What follows belongs to an exercise in optimizing a design on an open flow for small area; a production flow would make more cautious choices.
The RTL was checked by simulation tests, not by an equivalence proof against the original design.

## flow/design.v (module list and top-level ports; edited modules follow where they fit)
// module dff: 11 lines
// module filter: 1941 lines
// module fa3: 4 lines
module filter (
input logic clk, enable,
input logic signed [15:0] inData,
output logic signed [15:0] outData
);
  // ...
==> flow/run.sh <==
#!/bin/bash
# synth_recipe.tcl (not shown) runs the flow's synth.tcl, then flattens the netlist and writes it again
# the make line also repeats each setting of config.mk as NAME=value (left out here)
make -C /OpenROAD-flow-scripts/flow DESIGN_CONFIG=/design/flow/config.mk WORK_HOME=/design/flow/orfs CLKGATE_MAP_FILE= SYNTH_SCRIPT=/design/flow/synth_recipe.tcl finish
==> flow/config.mk <==
export PLATFORM = sky130hd
export DESIGN_NAME = filter
export DESIGN_NICKNAME = filter
export VERILOG_FILES = /design/flow/design.v
export SDC_FILE = /design/flow/constraint.sdc
export NUM_CORES = 4
export LEC_CHECK = 0
export CAP_MARGIN = 20
export CORE_MARGIN = 2
export CORE_UTILIZATION = 45
export CTS_BUF_LIST = sky130_fd_sc_hd__clkbuf_16
export CTS_CLUSTER_DIAMETER = 60
export CTS_CLUSTER_SIZE = 30
export GPL_TIMING_DRIVEN = 0
export SLEW_MARGIN = 20
export SYNTH_HIERARCHICAL = 1
==> flow/constraint.sdc <==
create_clock -name core_clock -period 6.5 [get_ports {clk}]
set_input_delay 1.3000 -clock core_clock [delete_from_list [all_inputs] [get_ports {clk}]]
set_output_delay 1.3000 -clock core_clock [all_outputs]
set_load 0.01 [all_outputs]
==> summary.md, run 1 <==
| Metric | Value |
|---|---|
| Number of max-slew violations in the final report | 0 |
| Cell depth of the worst flop-to-flop path | 12 |
| Count of synthesis-stage warnings from yosys | 11 |
| Detailed-route via count | 23,300 |
| Share of cell area taken by muxes after synthesis | 0% |
| Sequential cell area | 0.0189 sq mm |
| Commonest non-fill, non-tap cells in the layout | 1,439 x sky130_fd_sc_hd__fa_1, 512 x sky130_fd_sc_hd__edfxtp_1, 220 x sky130_fd_sc_hd__inv_1 |
| Crit end category | flip-flop |
| Result of the run | complete, no violations |
| Number of buffers and inverters on the critical path | 0 |
| Final setup viols | 0 |
| I/O pin count | 34 |
| Post-Synth XOR/XNOR Area | less than 1% |
| Area fraction of the dominant cell type after synthesis | 57.6% |
| Type of the worst setup path | flip-flop to flip-flop |
| Min Hold Slack | 320 ps |
| Uppermost layer routed | met5 |
| CP required | about 7100 ps |
| Multi-input logic portion of the cell area | a little under three fifths |
| Largest registers in the final layout | x (512), dout (32), outData (16) |
| Launching instance or port of the critical path | x[7][6]$_DFFE_PP_ |
| Well-Tap Cells | 1,500 |
| Pin count of the biggest net entering global routing | 105 |
| Reg2Reg Setup Slack | 110 ps |
| Setup bufs post-CTS | 3 |
| First-pass GRT wire length | 225 mm |
| Worst setup SP type | flip-flop |
| Max-cap violation count | 0 |
| Busiest layer in global routing | met2 |
| Final setup TNS | 0 ps |
| Worst Hold End | dout[1][8]$_DFF_P_ |
| Worst-case clock buffer depth | 3 |
| Cell total after placement | 4,136 |
| Share of the clock period used by the worst path | 98.4% |
| CTS tree | done |
| Design area | 0.0562 sq mm |
==> run 2, diff against run 1 <==
--- a/flow/config.mk
+++ b/flow/config.mk
@@ -10,5 +10,5 @@
 export CORE_UTILIZATION = 45
-export CTS_BUF_LIST = sky130_fd_sc_hd__clkbuf_16
+export CTS_BUF_LIST = sky130_fd_sc_hd__clkbuf_8
 export CTS_CLUSTER_DIAMETER = 60
-export CTS_CLUSTER_SIZE = 30
+export CTS_CLUSTER_SIZE = 26
 export GPL_TIMING_DRIVEN = 0
==> run 2 against run 1 <==
  * Setup slack lost 13 ps
  * Still clean
==> summary.md, run 2 <==
| Metric | Value |
|---|---|
| CTS clk-pin slew, worst paths | 110 ps |
| Remaining global-route overflow | 0 |
| FF+latch count, synth | 687 |
| HPWL after detailed placement | 142 mm |
| Type of the worst setup path | flip-flop to flip-flop |
| Launching instance or port of the critical path | x[11][9]$_DFFE_PP_ |
| Maximum fanout encountered on the critical timing path | 5 |
| Cell depth of the worst flop-to-flop path | 12 (unchanged) |
| Final setup viols | 0 (unchanged) |
| Worst setup SP type | flip-flop |
| Setup repair after global routing missed its margin | false |
| Startpoint of the lowest-slack register-to-register path | x[11][9]$_DFFE_PP_ |
| Die height | 341 um |
| Number of design-rule violations left by the first detailed-router iteration | slightly below 2,000 |
| Root buffer selected by CTS | sky130_fd_sc_hd__clkbuf_8 |
| Post-synth EDFFs | 512 |
| Top FF cell, synth | sky130_fd_sc_hd__edfxtp_1 |
| Total Die Area | 0.117 sq mm |
| Achievable Freq | 156 MHz |
| Final Worst Setup Slack | 93.5 ps |
| Placement row count | 123 |
| Routability Congestion | ~0.94 |
| CTS Sinks | 687 |
| Worst-case clock buffer depth | 3 (unchanged) |
| Total Routing Usage GR | between 20% and 30% |
| Biggest area consumer among synthesized cells | sky130_fd_sc_hd__fa_1 |
| I/O pin count | 34 (unchanged) |
| Post-synthesis net count | about 4,200 |
| Vias in the first global route | around 28,000 |
| Area of the core | roughly 0.11 sq mm |
| Commonest cells in the synthesized netlist | 1,474 x sky130_fd_sc_hd__fa_1, 512 x sky130_fd_sc_hd__edfxtp_1, 219 x sky130_fd_sc_hd__inv_1 |
| Detailed-route via count | 23,100 (-0.78%) |
| Class of the worst hold path | flip-flop to flip-flop |
| Area growth from synthesis to layout | 8.25% |
| Arrival time worst endpoint | between 7000 and 8000 ps |
| Hold violation count in the final report | 0 |
| Final WL | 161 mm |
| Crit end category | flip-flop |
| Startpoint of the lowest-slack hold path | dout[0][8]$_DFF_P_ |
| Number of buffers inserted during clock tree synthesis | just under 70 |
| Post-route clock skew | 52.9 ps |
| Post-synthesis average cell area | roughly 20 sq um |
| Number of remaining DRC errors | 0 |
| Average wire length per cell after detail routing | ~38 um |
| Antenna violations before repair | 2 |
| Router iterations before antenna repair | 7 |
| Most flops, register | x |
| Largest registers in the final layout | x (512), dout (32), outData (16) |
| First-pass GRT wire length | 225 mm (about the same) |
| Cell types with the largest area share after synthesis | sky130_fd_sc_hd__fa_1 58%, sky130_fd_sc_hd__edfxtp_1 30%, sky130_fd_sc_hd__dfxtp_1 6.8% |
| Synthesized cell area | between 0.05 and 0.06 sq mm |
| Post-layout min period | 6410 ps |
| Result of the run | complete, no violations |
| Number of distinct standard cells referenced by the synthesized netlist | 41 |
| CP required | 7150 ps (+100 ps) |
| Cell Area, Placed | 0.0536 sq mm |
| Initial standard-cell utilization of the core | 45.5% |
| Source-to-sink clock delay at the later pin of the worst-skew pair | 770 ps |
| Ys async rst share | 0% |
| Pin slew with the least headroom to its limit | approximately 960 ps |
| Part of the Yosys area used for sequential elements | 36.9% |
| CTS tree | done |
| Post-Place Setup Slack | -609 ps |
| Flip-flop count of the largest register after layout | approximately 510 |
| Count of synthesis-stage warnings from yosys | 11 (unchanged) |
| Die width | between 300 and 400 um |
| Cell count after synthesis | ~2,600 |
| Worst slew slack as a fraction of its limit | 35.9% |
| Nets@finish | 4,284 |
| Commonest non-fill, non-tap cells in the layout | 1,440 x sky130_fd_sc_hd__fa_1, 512 x sky130_fd_sc_hd__edfxtp_1, 220 x sky130_fd_sc_hd__inv_1 |
| Share of the clock period used by the worst path | 98.6% (+0.20 points) |
| Max-cap violation count | 0 (unchanged) |
| Number of max-slew violations in the final report | 0 (unchanged) |
| Maximum level of the CTS H-tree | 3 |
| Number of cells on the worst hold path | 0 |
| Area fraction of the dominant cell type after synthesis | 57.6% (unchanged) |
| Min Hold Slack | 314 ps (-6.52 ps) |
| Most frequently used cell type in the post-synthesis netlist | sky130_fd_sc_hd__fa_1 |
| Port-buffer cells | 33 |
| Pin count of the biggest net entering global routing | 105 (unchanged) |
| Remaining antenna violation count | 0 |
| Design area | 0.0554 sq mm (-1.4%) |
| Vias/cell | 5.40 |
| Commonest non-fill, non-tap cell in the layout | sky130_fd_sc_hd__fa_1 |
| Fraction of layout instances using a drive strength above 1 | 6.97% |
run 2: logic make-up after synthesis:
group / share of synthesized area, %
adders and majority gates: 59.5
DFF: 36.9
buffers and inverters: 1.61
xor gates and xnor gates: 0.804
and+or+nand+nor: 0.479
AOI/OAI and AO/OA: 0.699
run 2: through the flow:
stage | util, % | cells | TNS (ps)
after floorplan | - | 2598 | 0
after CTS | 49.1 | 4266 | 0
final | 49.2 | 4271 | 0
after global placement | 47.4 | 4131 | -6046440
after global routing | 49.2 | 4270 | 0
after detailed placement | 47.6 | 4136 | -10950
run 2: per-module statistics from Yosys (local to each module, per instance):
| module | copies in the design | cells |
|---|---|---|
| fa3 | 1474 | 1 |
| filter | 1 | 1124 |
run 2: worst max-delay path, stage by stage (launching register included):
cell                       delay (ps)
sky130_fd_sc_hd__edfxtp_1         420
sky130_fd_sc_hd__ha_2             250
sky130_fd_sc_hd__fa_1             390
sky130_fd_sc_hd__fa_1             450
sky130_fd_sc_hd__fa_1             930
sky130_fd_sc_hd__fa_1             560
sky130_fd_sc_hd__fa_1             450
sky130_fd_sc_hd__fa_1             470
sky130_fd_sc_hd__fa_1             450
sky130_fd_sc_hd__fa_1             560
sky130_fd_sc_hd__fa_1             470
sky130_fd_sc_hd__fa_1             440
sky130_fd_sc_hd__fa_1             440
run 2: final cells by class:
cell class	count	area (sq um)
fillers	9340	57200
multi-input cells	1691	31700
flip-flops and latches	687	18900
well taps	1500	1880
clock buffers	72	991
inverters	220	826
clock inverters	55	682
repair buffers	44	531
diodes	2	5.00
run 2: metal layers:
metal  wire length [um]  global-route usage [%]  up-vias
met1              59800                    36.3    13600
met5                 13                       0        -
met2              85700                    51.0      663
li1                   -                       -     8601
met3               6330                    3.79      213
met4               9020                    13.5        2
run 2: final timing paths:
kind / endpoint / slack (ps)
min reg2reg: dout[1][8]$_DFF_P_ / 310
min: dout[1][8]$_DFF_P_ / 310
max: q3183$_DFF_P_ / 90
max reg2reg: q3183$_DFF_P_ / 90
run 2: repair_timing:
item                       CTS  global route
hold buffers                 0             0
gates resized for setup     20            27
setup endpoints to repair   52            10
pin swaps                    2             2
setup buffers                3             3
==> run 3, diff against run 2 <==
--- a/flow/config.mk
+++ b/flow/config.mk
@@ -11,4 +11,4 @@
 export CTS_BUF_LIST = sky130_fd_sc_hd__clkbuf_8
-export CTS_CLUSTER_DIAMETER = 60
-export CTS_CLUSTER_SIZE = 26
+export CTS_CLUSTER_DIAMETER = 50
+export CTS_CLUSTER_SIZE = 20
 export GPL_TIMING_DRIVEN = 0
==> run 3 against run 2 <==
  * Area after synthesis unchanged
  * Register-to-register slack got worse by 30 ps
  * First-iteration DRC count decreased by 7.0%
  * Sequential share of layout area decreased by 0.13 points
  * Non-clock buffer count decreased by 1
==> summary.md, run 3 <==
| Metric | Value |
|---|---|
| HPWL after detailed placement | 142 mm (unchanged) |
| Part of the Yosys area used for sequential elements | 36.9% (unchanged) |
| Worst setup SP type | flip-flop |
| Area fraction of the dominant cell type after synthesis | 57.6% (unchanged) |
| Result of the run | complete, no violations |
| Number of buffers added to fix hold violations after cts | 0 (unchanged) |
| Vias in the first global route | 28,600 (+0.69%) |
| Biggest area consumer among synthesized cells | sky130_fd_sc_hd__fa_1 |
| Synthesized cell area | 0.0512 sq mm (unchanged) |
| Post-synth EDFFs | 512 (unchanged) |
| Worst slew slack as a fraction of its limit | 35.1% (-0.79 points) |
| Cell count after synthesis | 2,598 (unchanged) |
| Source-to-sink clock delay at the later pin of the worst-skew pair | 870 ps (+100 ps) |
| Number of buffers and inverters on the critical path | 0 (unchanged) |
| Remaining global-route overflow | 0 (unchanged) |
| Stage delay of the slowest cell on the critical path | 1000 ps (+70 ps) |
| Commonest non-fill, non-tap cells in the layout | 1,438 x sky130_fd_sc_hd__fa_1, 512 x sky130_fd_sc_hd__edfxtp_1, 222 x sky130_fd_sc_hd__inv_1 |
| Number of buffers inserted during clock tree synthesis | 80 (+16%) |
| Most frequently used cell type in the post-synthesis netlist | sky130_fd_sc_hd__fa_1 |
| Die height | 341 um (unchanged) |
| Router iterations before antenna repair | 5 (-2) |
| Cell total after placement | 4,136 (unchanged) |
| Total Die Area | 0.117 sq mm (unchanged) |
| Most flops, register | x |
| CP required | 7250 ps (+100 ps) |
| CTS tree | done |
| FF+latch count, synth | 687 (unchanged) |
| Post-route clock skew | 69.1 ps (+16.3 ps) |
| Largest registers in the final layout | x (512), dout (32), outData (16) |
| Detailed-route via count | 23,300 (+0.89%) |
| Final setup viols | 0 (unchanged) |
| Share of the clock period used by the worst path | 99.0% (+0.44 points) |
| Count of synthesis-stage warnings from yosys | 11 (unchanged) |
| Port-buffer cells | 33 (unchanged) |
| Average wire length per cell after detail routing | 37.6 um (-0.25%) |
| Fraction of layout instances using a drive strength above 1 | 7.71% (+0.74 points) |
| Antenna violations before repair | 2 (unchanged) |
| Routability Congestion | 0.944 (unchanged) |
| Worst-case clock buffer depth | 3 (unchanged) |
| Ordered list of cells on the worst path | ha_1 -> fa_1 -> fa_1 -> fa_1 -> fa_1 -> fa_1 -> fa_1 -> fa_1 -> fa_1 -> fa_1 -> fa_1 -> fa_1 |
| Placement row count | 123 (unchanged) |
| CTS Sinks | 687 (unchanged) |
| Post-layout min period | 6430 ps (+28.3 ps) |
| Number of design-rule violations left by the first detailed-router iteration | 1,836 (-7.0%) |
| Commonest non-fill, non-tap cell in the layout | sky130_fd_sc_hd__fa_1 |
| Post-synthesis average cell area | 19.7 sq um (unchanged) |
| Vias/cell | 5.42 (+0.33%) |
| Top FF cell, synth | sky130_fd_sc_hd__edfxtp_1 |
| Maximum fanout encountered on the critical timing path | 4 (-1) |
| Max-cap violation count | 0 (unchanged) |
| Pin count of the biggest net entering global routing | 105 (unchanged) |
| Maximum level of the CTS H-tree | 3 (unchanged) |
| Critical path's most frequent cell | sky130_fd_sc_hd__fa_1 |
| Final setup TNS | 0 ps (unchanged) |
| Final WL | 161 mm (+0.31%) |
| Type of the worst setup path | flip-flop to flip-flop |
| Number of cells in the finished layout apart from fillers | 4,295 (+0.56%) |
| Total Routing Usage GR | 29.4% (+0.20 points) |
| Initial standard-cell utilization of the core | 45.5% (unchanged) |
| CTS clk-pin slew, worst paths | 110 ps (about the same) |
| Achievable Freq | 155 MHz (-0.44%) |
| Setup repair after global routing missed its margin | false |
| Number of remaining DRC errors | 0 (unchanged) |
| Worst path top cell family by delay | adder cells |
| Area of the core | 0.113 sq mm (unchanged) |
| Die width | 341 um (unchanged) |
| Cell types with the largest area share after synthesis | sky130_fd_sc_hd__fa_1 58%, sky130_fd_sc_hd__edfxtp_1 30%, sky130_fd_sc_hd__dfxtp_1 6.8% |
| Min Hold Slack | 321 ps (+7.55 ps) |
| Highest-delay cell along the critical path | sky130_fd_sc_hd__fa_1 |
| I/O pin count | 34 (unchanged) |
| First-pass GRT wire length | 225 mm (+0.32%) |
| Commonest cells in the synthesized netlist | 1,474 x sky130_fd_sc_hd__fa_1, 512 x sky130_fd_sc_hd__edfxtp_1, 219 x sky130_fd_sc_hd__inv_1 |
| Remaining antenna violation count | 0 (unchanged) |
| Number of max-slew violations in the final report | 0 (unchanged) |
| Ys async rst share | 0% (unchanged) |
| Class of the worst hold path | flip-flop to flip-flop |
| Nets@finish | 4,294 (+0.23%) |
| Flip-flop count of the largest register after layout | 512 (unchanged) |
| Root buffer selected by CTS | sky130_fd_sc_hd__clkbuf_8 |
| Number of distinct standard cells referenced by the synthesized netlist | 41 (unchanged) |
| Hold violation count in the final report | 0 (unchanged) |
| Area growth from synthesis to layout | 8.65% |
| Crit end category | flip-flop |
| Arrival time worst endpoint | 7190 ps (+130 ps) |
| Post-synthesis net count | 4,169 (unchanged) |
| Pin slew with the least headroom to its limit | 967 ps (+11.8 ps) |
## run 3: changes by cell type in the layout (fill, tap and decap cells not counted), sizes merged
cell,change
bufinv,-3
clkinv,+4
buf,-1
clkbuf,+10
clkinvlp,+2
inv,+8
diode,+4
## run 3: metal layers
| metal | global-route usage, % | wire [um] | part of all wire [%] |
|---|---|---|---|
| met3 | 4.07 | 7220 | 4.5 |
| met2 | 51.3 | 86100 | 53 |
| met4 | 13.6 | 9050 | 5.6 |
| met5 | 0 | 0 | 0 |
| met1 | 36.5 | 59000 | 37 |
## run 3: what timing repair did
action,in CTS,in global routing
gates resized for setup,19,29
pin swaps,2,1
buffers inserted,3,2
setup endpoints to repair,52,9
## run 3: worst paths after layout
path | start | to | cells after the start | slack [ps]
hold reg to reg | dout[0][6]$_DFF_P_ | dout[1][6]$_DFF_P_ | 0 | 320
setup reg to reg | x[4][9]$_DFFE_PP_ | q3203$_DFF_P_ | 12 | 70
hold / removal | dout[0][6]$_DFF_P_ | dout[1][6]$_DFF_P_ | 0 | 320
setup / recovery | x[4][9]$_DFFE_PP_ | q3203$_DFF_P_ | 12 | 70
## run 3: layout make-up
cell class	instances	area, sq um
diodes	6	15.0
clock buffers	82	1130
clock inverters	66	746
fillers	9312	57000
inverters	220	826
multi-input cells	1691	31700
flip-flops and latches	687	18900
well taps	1500	1880
repair buffers	43	523
## run 3: kinds of logic (layout without fill, tap and decap cells)
family / after synthesis / count (layout) / synth area share (%)
AO/OA/AOI/OAI: 45 / 45 / 0.699
XOR/XNOR: 47 / 47 / 0.804
other: 0 / 6 / 0
buffers and inverters: 220 / 411 / 1.61
flip-flops: 687 / 687 / 36.9
AND/OR/NAND/NOR: 46 / 46 / 0.479
adder cells (fa/ha/maj): 1553 / 1553 / 59.5
## run 3: per-module statistics from Yosys, one instance, submodules excluded
module | cells inside | flops+latches
filter | 1124 | 687
fa3 | 1 | 0
## run 3: per-stage QoR
step / setup slack (ps) / utilization (%) / instance area [sq um]
after floorplan: 654 / - / 51200
after global placement: -11960 / 47.4 / 53400
after detailed placement: -609 / 47.6 / 53600
after CTS: 1.49 / 49.3 / 55500
after global routing: 0.593 / 49.4 / 55600
final: 65.2 / 49.4 / 55600
==> run 4, diff against run 3 <==
--- a/flow/config.mk
+++ b/flow/config.mk
@@ -9,3 +9,3 @@
 export CORE_MARGIN = 2
-export CORE_UTILIZATION = 45
+export CORE_UTILIZATION = 65
 export CTS_BUF_LIST = sky130_fd_sc_hd__clkbuf_8
==> run 4 against run 3 <==
  * Critical path depth did not move
  * Core utilization rose by 21 points
  * Fmax rose by 0.37%
  * Routed wire length fell by 5.3%
  * Largest cell class unchanged
  * Die area fell by 30%
  * Critical path type unchanged
  * Via count rose by 4.0%
  * Still clean
  * Sequential cell count did not move
  * Worst hold slack improved by 7.8 ps
==> summary.md, run 4 <==
| Metric | Value |
|---|---|
| Post-synthesis average cell area | 19.7 sq um (unchanged) |
| Cell count after synthesis | 2,598 (unchanged) |
| Average wire length per cell after detail routing | 39.9 um (+6.3%) |
| Reg2Reg Setup Slack | 90 ps (+20 ps) |
| Type of the worst setup path | flip-flop to flip-flop |
| Crit end category | flip-flop |
| Achievable Freq | 156 MHz (+0.37%) |
| Arrival time worst endpoint | 7020 ps (-170 ps) |
| Number of design-rule violations left by the first detailed-router iteration | 2,498 (+36%) |
| Commonest non-fill, non-tap cells in the layout | 1,445 x sky130_fd_sc_hd__fa_1, 512 x sky130_fd_sc_hd__edfxtp_1, 223 x sky130_fd_sc_hd__inv_1 |
| Result of the run | complete, no violations |
| Most flops, register | x |
| Total Routing Usage GR | 40.5% (+11 points) |
| Share of the clock period used by the worst path | 98.6% (-0.36 points) |
| Commonest cells in the synthesized netlist | 1,474 x sky130_fd_sc_hd__fa_1, 512 x sky130_fd_sc_hd__edfxtp_1, 219 x sky130_fd_sc_hd__inv_1 |
| Stage delay of the slowest cell on the critical path | 1010 ps (about the same) |
| Hold violation count in the final report | 0 (unchanged) |
| Post-synthesis net count | 4,169 (unchanged) |
| Remaining antenna violation count | 0 (unchanged) |
| Cell depth of the worst flop-to-flop path | 12 (unchanged) |
| Area fraction of the dominant cell type after synthesis | 57.6% (unchanged) |
| Remaining global-route overflow | 0 (unchanged) |
| Source-to-sink clock delay at the later pin of the worst-skew pair | 760 ps (-110 ps) |
| Most frequently used cell type in the post-synthesis netlist | sky130_fd_sc_hd__fa_1 |
| Count of synthesis-stage warnings from yosys | 11 (unchanged) |
| Vias in the first global route | 29,400 (+2.7%) |
| Largest registers in the final layout | x (512), dout (32), outData (16) |
| Number of remaining DRC errors | 0 (unchanged) |
| Worst Hold End | dout[1][14]$_DFF_P_ |
| Number of filler instances in the final layout | 4,727 (-49%) |
| Placement row count | 102 (-17%) |
| Antenna violations before repair | 2 (unchanged) |
| Commonest non-fill, non-tap cell in the layout | sky130_fd_sc_hd__fa_1 |
| Post-layout min period | 6410 ps (-23.5 ps) |
| Startpoint of the lowest-slack register-to-register path | x[0][7]$_DFFE_PP_ |
| Design area | 0.0551 sq mm (-1.0%) |
| Area growth from synthesis to layout | 7.56% |
| CP required | 7110 ps (-140 ps) |
| Pin slew with the least headroom to its limit | 1000 ps (+38.2 ps) |
| First-pass GRT wire length | 216 mm (-4.2%) |
| Final setup viols | 0 (unchanged) |
| Routability Congestion | 1.01 (+6.5%) |
| Final setup TNS | 0 ps (unchanged) |
| Die width | 285 um (-17%) |
| Max-cap violation count | 0 (unchanged) |
| Final WL | 153 mm (-5.3%) |
| Total Die Area | 0.0811 sq mm (-30%) |
| Worst-case clock buffer depth | 3 (unchanged) |
| Ordered list of cells on the worst path | ha_1 -> fa_1 -> fa_1 -> fa_1 -> fa_1 -> fa_1 -> fa_1 -> fa_1 -> fa_1 -> fa_1 -> fa_1 -> fa_1 |
| Port-buffer cells | 33 (unchanged) |
| Capture instance of the worst register-to-register path | q3176$_DFF_P_ |
| CTS Sinks | 687 (unchanged) |
| I/O pin count | 34 (unchanged) |
| Number of buffers inserted during clock tree synthesis | 78 (-2.5%) |
| Cell types with the largest area share after synthesis | sky130_fd_sc_hd__fa_1 58%, sky130_fd_sc_hd__edfxtp_1 30%, sky130_fd_sc_hd__dfxtp_1 6.8% |
| Top FF cell, synth | sky130_fd_sc_hd__edfxtp_1 |
| Initial standard-cell utilization of the core | 65.9% (+20 points) |
| Number of buffers and inverters on the critical path | 0 (unchanged) |
| Root buffer selected by CTS | sky130_fd_sc_hd__clkbuf_8 |
| Highest-delay cell along the critical path | sky130_fd_sc_hd__fa_1 |
| Number of max-slew violations in the final report | 0 (unchanged) |
| Number of distinct standard cells referenced by the synthesized netlist | 41 (unchanged) |
| Pin count of the biggest net entering global routing | 111 (+5.7%) |
| Area of the core | 0.0777 sq mm (-31%) |
| Vias/cell | 6.32 (+17%) |
| Fraction of layout instances using a drive strength above 1 | 7.15% (-0.56 points) |
| Post-synth EDFFs | 512 (unchanged) |
| Worst slew slack as a fraction of its limit | 32.7% (-2.4 points) |
| Ys async rst share | 0% (unchanged) |
| HPWL after detailed placement | 132 mm (-7.2%) |
| Biggest area consumer among synthesized cells | sky130_fd_sc_hd__fa_1 |
| Worst setup SP type | flip-flop |
| Launching instance or port of the critical path | x[0][7]$_DFFE_PP_ |
| Critical path's most frequent cell | sky130_fd_sc_hd__fa_1 |
| Class of the worst hold path | flip-flop to flip-flop |
| Maximum fanout encountered on the critical timing path | 4 (unchanged) |
| CTS clk-pin slew, worst paths | 90 ps (-20 ps) |
| FF+latch count, synth | 687 (unchanged) |
| CTS tree | done |
| Startpoint of the lowest-slack hold path | dout[0][14]$_DFF_P_ |
| Part of the Yosys area used for sequential elements | 36.9% (unchanged) |
| Die height | 285 um (-17%) |
| Cell Area, Placed | 0.0530 sq mm (-1.1%) |
| Post-route clock skew | 49.2 ps (-19.9 ps) |
| Flip-flop count of the largest register after layout | 512 (unchanged) |
| Synthesized cell area | 0.0512 sq mm (unchanged) |
| Number of cells on the worst hold path | 0 (unchanged) |
| Setup repair after global routing missed its margin | false |
| Nets@finish | 4,291 (-0.070%) |
| Maximum level of the CTS H-tree | 3 (unchanged) |
| Worst path top cell family by delay | adder cells |
| Detailed-route via count | 24,200 (+4.0%) |
| Router iterations before antenna repair | 5 (unchanged) |
[run 4: per-module statistics from Yosys (local to each module, per instance)]
module,flops+latches,cells
filter,687,1124
fa3,0,1
[run 4: routing by layer]
metal  GRT usage [%]  wire length (um)  vias to the layer above
li1                -                 -                     8621
met1            49.9             49600                    13600
met2            65.3             76500                     1465
met3            7.58             11600                      502
met4            29.7             15000                        2
met5               0                 8                        -
[run 4: area by class of cell]
type / instances / area, sq um / share of cell area (%)
timing repair buffer: 42 / 515 / 0.936
inverter: 220 / 826 / 1.50
tap: 1040 / 1300 / 2.36
clock inverter: 66 / 855 / 1.55
multi-input combinational: 1691 / 31600 / 57.4
sequential: 687 / 18900 / 34.3
antenna: 3 / 7.51 / 0.0136
clock buffer: 78 / 1070 / 1.95
[run 4: kinds of logic after synthesis]
group	synth area share, %
flops	36.9
compound gates	0.699
fa+ha+maj	59.5
buf+inv	1.61
simple gates	0.479
xor+xnor	0.804
[run 4: worst max-delay path by stage]
| stage | to | cells past startpoint |
|---|---|---|
| floorplan | q3155$_DFF_P_ | 12 |
| global placement | x[1][5]$_DFFE_PP_ | 1 |
| detailed placement | q3183$_DFF_P_ | 13 |
| CTS | q3190$_DFF_P_ | 12 |
| global route | q3203$_DFF_P_ | 12 |
| finish | q3176$_DFF_P_ | 12 |
[run 4: per-stage QoR]
stage | util (%) | std cells | worst slack (ps) | hold WS (ps)
floorplan | - | 2598 | 654 | 310
global placement | 68.0 | 3671 | -11600 | 309
detailed placement | 68.2 | 3676 | -429 | 312
CTS | 70.7 | 3822 | 0.883 | 332
global route | 70.9 | 3825 | 3.13 | 340
finish | 70.9 | 3827 | 88.6 | 329
[run 4: repair_timing]
item	4_1_cts	5_1_grt
endpoints found under the setup margin	34	11
hold buffers	0	0
resized for setup	14	27
setup buffers	2	2
pin swaps	2	2
==> run 5, diff against run 4 <==
--- a/flow/config.mk
+++ b/flow/config.mk
@@ -9,6 +9,4 @@
 export CORE_MARGIN = 2
-export CORE_UTILIZATION = 65
-export CTS_BUF_LIST = sky130_fd_sc_hd__clkbuf_8
-export CTS_CLUSTER_DIAMETER = 50
-export CTS_CLUSTER_SIZE = 20
+export CORE_UTILIZATION = 45
+export CTS_BUF_LIST = sky130_fd_sc_hd__clkbuf_4
 export GPL_TIMING_DRIVEN = 0
==> run 5 against run 4 <==
  * Critical path depth unchanged
  * Count of clock-buffer cells in the layout grew 195
  * Final cell count grew 17%
  * Still clean
  * Area after synthesis unchanged
  * Non-clock buffer count decreased by 1
  * Sequential share of layout area is 0.64 points lower
  * Design area up 1.9%
  * Die area is 44% higher
  * Routed wire length grew 6.4%
  * Worst hold slack got worse by 7.2 ps
==> summary.md, run 5 <==
| Metric | Value |
|---|---|
| Number of design-rule violations left by the first detailed-router iteration | 1,899 (-24%) |
| Largest registers in the final layout | x (512), dout (32), outData (16) |
| Area of the core | 0.113 sq mm (+45%) |
| Number of remaining DRC errors | 0 (unchanged) |
| Achievable Freq | 156 MHz (about the same) |
| Critical path's most frequent cell | sky130_fd_sc_hd__fa_1 |
| Final Worst Setup Slack | 89.5 ps (+0.907 ps) |
| Cell total after placement | 4,136 (+13%) |
| CTS tree | done |
| Capture instance of the worst register-to-register path | q3183$_DFF_P_ |
| Number of max-slew violations in the final report | 0 (unchanged) |
| Arrival time worst endpoint | 7490 ps (+470 ps) |
| Port-buffer cells | 33 (unchanged) |
| Flip-flop count of the largest register after layout | 512 (unchanged) |
| I/O pin count | 34 (unchanged) |
| Final WL | 163 mm (+6.4%) |
| Antenna violations before repair | 2 (unchanged) |
| Synthesized cell area | 0.0512 sq mm (unchanged) |
| Post-synthesis net count | 4,169 (unchanged) |
| First-pass GRT wire length | 228 mm (+5.6%) |
| Type of the worst setup path | flip-flop to flip-flop |
| Remaining global-route overflow | 0 (unchanged) |
| Vias in the first global route | 29,600 (+0.77%) |
| Worst slew slack as a fraction of its limit | 35.1% (+2.4 points) |
| Result of the run | complete, no violations |
| FF+latch count, synth | 687 (unchanged) |
| Biggest area consumer among synthesized cells | sky130_fd_sc_hd__fa_1 |
| Area growth from synthesis to layout | 9.62% |
| Number of filler instances in the final layout | 9,329 (+97%) |
| Post-Place Setup Slack | -609 ps (-179 ps) |
| Worst Hold End | dout[1][0]$_DFF_P_ |
| Post-layout min period | 6410 ps (-0.907 ps) |
| Stage delay of the slowest cell on the critical path | 550 ps (-460 ps) |
| Count of synthesis-stage warnings from yosys | 11 (unchanged) |
| Remaining antenna violation count | 0 (unchanged) |
| Number of distinct standard cells referenced by the synthesized netlist | 41 (unchanged) |
| Detailed-route via count | 23,800 (-1.7%) |
| Nets@finish | 4,400 (+2.5%) |
| Source-to-sink clock delay at the later pin of the worst-skew pair | 1200 ps (+440 ps) |
| CTS Sinks | 687 (unchanged) |
| Max-cap violation count | 0 (unchanged) |
| Post-route clock skew | 93.6 ps (+44.4 ps) |
| Part of the Yosys area used for sequential elements | 36.9% (unchanged) |
| Average wire length per cell after detail routing | 36.3 um (-9.0%) |
| Share of the clock period used by the worst path | 98.6% (about the same) |
| Ordered list of cells on the worst path | ha_1 -> fa_1 -> fa_1 -> fa_1 -> fa_1 -> fa_1 -> fa_1 -> fa_1 -> fa_1 -> fa_1 -> fa_1 -> fa_1 |
| Commonest non-fill, non-tap cell in the layout | sky130_fd_sc_hd__fa_1 |
| Commonest non-fill, non-tap cells in the layout | 1,440 x sky130_fd_sc_hd__fa_1, 512 x sky130_fd_sc_hd__edfxtp_1, 273 x sky130_fd_sc_hd__clkbuf_4 |
| Maximum fanout encountered on the critical timing path | 4 (unchanged) |
| Number of buffers inserted during clock tree synthesis | 188 (+140%) |
| Post-synth EDFFs | 512 (unchanged) |
| Area fraction of the dominant cell type after synthesis | 57.6% (unchanged) |
| Finished Core Util | 49.8% (-21 points) |
| Initial standard-cell utilization of the core | 45.5% (-20 points) |
| Worst setup SP type | flip-flop |
| Pin slew with the least headroom to its limit | 970 ps (-35.3 ps) |
| Hold violation count in the final report | 0 (unchanged) |
| Startpoint of the lowest-slack register-to-register path | x[9][6]$_DFFE_PP_ |
| Total Routing Usage GR | 29.7% (-11 points) |
| Post-synthesis average cell area | 19.7 sq um (unchanged) |
| CTS clk-pin slew, worst paths | 70 ps (-20 ps) |
| Most flops, register | x |
| Die height | 341 um (+20%) |
| Crit end category | flip-flop |
| Cell types with the largest area share after synthesis | sky130_fd_sc_hd__fa_1 58%, sky130_fd_sc_hd__edfxtp_1 30%, sky130_fd_sc_hd__dfxtp_1 6.8% |
| Maximum level of the CTS H-tree | 4 (+1) |
| Number of cells in the finished layout apart from fillers | 4,476 (+17%) |
| Highest-delay cell along the critical path | sky130_fd_sc_hd__fa_1 |
| Startpoint of the lowest-slack hold path | dout[0][0]$_DFF_P_ |
| Die width | 341 um (+20%) |
| CP required | 7580 ps (+470 ps) |
| Vias/cell | 5.31 (-16%) |
| Number of cells on the worst hold path | 0 (unchanged) |
| Commonest cells in the synthesized netlist | 1,474 x sky130_fd_sc_hd__fa_1, 512 x sky130_fd_sc_hd__edfxtp_1, 219 x sky130_fd_sc_hd__inv_1 |
| Pin count of the biggest net entering global routing | 105 (-5.4%) |
| Worst-case clock buffer depth | 3 (unchanged) |
| Placement row count | 123 (+21%) |
| Fraction of layout instances using a drive strength above 1 | 12.2% (+5.0 points) |
| Class of the worst hold path | flip-flop to flip-flop |
| Router iterations before antenna repair | 5 (unchanged) |
| Root buffer selected by CTS | sky130_fd_sc_hd__clkbuf_4 |
| Total Die Area | 0.117 sq mm (+44%) |
| Top FF cell, synth | sky130_fd_sc_hd__edfxtp_1 |
| Cell depth of the worst flop-to-flop path | 12 (unchanged) |
| Final setup viols | 0 (unchanged) |
| Min Hold Slack | 322 ps (-7.17 ps) |
| Number of buffers added to fix hold violations after cts | 0 (unchanged) |
| Routability Congestion | 0.944 (-6.1%) |
| Ys async rst share | 0% (unchanged) |
| HPWL after detailed placement | 142 mm (+7.8%) |
| Cell count after synthesis | 2,598 (unchanged) |
| Most frequently used cell type in the post-synthesis netlist | sky130_fd_sc_hd__fa_1 |
| Reg2Reg Setup Slack | 90 ps (about the same) |
## run 5: cell counts after synthesis
Identical to the previous run, type by type.
## run 5: per-stage QoR
stage	TNS, ps	instance area [sq um]
final	0	56100
after global placement	-6046440	53400
after CTS	0	56100
after detailed placement	-10950	53600
after global routing	-4.40	56100
after floorplan	0	51200
## run 5: cells by family after synthesis
kind of cell | count (synthesis) | synth area share (%)
AOI/OAI and AO/OA | 45 | 0.699
xor gates and xnor gates | 47 | 0.804
adders and majority gates | 1553 | 59.5
buffers and inverters | 220 | 1.61
DFF | 687 | 36.9
and+or+nand+nor | 46 | 0.479
## run 5: final cells by class
| cell class | count | area [sq um] | share of cell area, % |
|---|---|---|---|
| Antenna cell | 4 | 10.0 | 0.0178 |
| Clock buffer | 273 | 2050 | 3.65 |
| Clock inverter | 60 | 342 | 0.608 |
| Inverter | 220 | 826 | 1.47 |
| Multi-Input combinational cell | 1691 | 31700 | 56.4 |
| Sequential cell | 687 | 18900 | 33.6 |
| Tap cell | 1500 | 1880 | 3.34 |
| Timing Repair Buffer | 41 | 508 | 0.905 |
## run 5: per-layer routing
layer | GRT usage, % | routed length, um | up-vias
met5 | 0 | 0 | -
met4 | 16.2 | 10300 | 0
met3 | 4.90 | 7200 | 261
met2 | 50.7 | 85200 | 754
met1 | 36.2 | 59900 | 13800
li1 | - | - | 8963
## run 5: timing repair
action / CTS / global route
pin swaps: 3 / 0
buffers inserted: 3 / 0
resized for setup: 22 / 25
setup endpoints to repair: 55 / 9
## run 5: worst max-delay path by stage
stage                  startpoint                 to
2_1_floorplan   x[7][0]$_DFFE_PP_      q3155$_DFF_P_
3_5_place_dp   x[11][0]$_DFFE_PP_      q3183$_DFF_P_
4_1_cts        x[12][0]$_DFFE_PP_      q3183$_DFF_P_
3_3_place_gp               enable  x[0][5]$_DFFE_PP_
6_report        x[9][6]$_DFFE_PP_      q3183$_DFF_P_
5_1_grt        x[11][0]$_DFFE_PP_      q3183$_DFF_P_
## run 5: worst max-delay path, delay by kind of cell, from the launching register on
family,cells,cell delay [ps]
flip-flops,1,420
adder cells (fa/ha/maj),12,5900
## run 5: per-module statistics from Yosys, one instance, submodules excluded
module,cells,flops+latches,area [sq um],times used
filter,1124,687,21700,1
fa3,1,0,20.0,1474

-- what the ideal ports hide --
No port has a modelled driver above. Below, the same layouts with a new extraction and two added sets of constraints. Step 1, drivers: a clkbuf_16 drives clk and a buf_2 each remaining input, both assumed. Step 2, shift: input delay + t, output delay - t, t = (earliest + latest rising clock arrival at the registers) / 2. This alone moves slack from input paths to output paths. Slacks: ideal / step 1 / step 2; pairs: ideal / step 1.
run | t (ns) | setup slack, ns | worst hold slack (ns) | latest minus earliest clock arrival (ns)
run 1 | 0.738 | 0.106 / 0.106 / 0.106 | 0.320 / 0.320 / 0.320 | 0.044 / 0.044
run 2 | 0.820 | 0.094 / 0.094 / 0.094 | 0.314 / 0.314 / 0.314 | 0.064 / 0.064
run 3 | 0.904 | 0.065 / 0.065 / 0.065 | 0.321 / 0.321 / 0.321 | 0.070 / 0.069
run 4 | 0.804 | 0.089 / 0.089 / 0.089 | 0.329 / 0.329 / 0.329 | 0.058 / 0.058
run 5 | 1.224 | 0.090 / 0.090 / 0.090 | 0.322 / 0.322 / 0.322 | 0.096 / 0.096
After both steps every run listed still meets setup and hold.
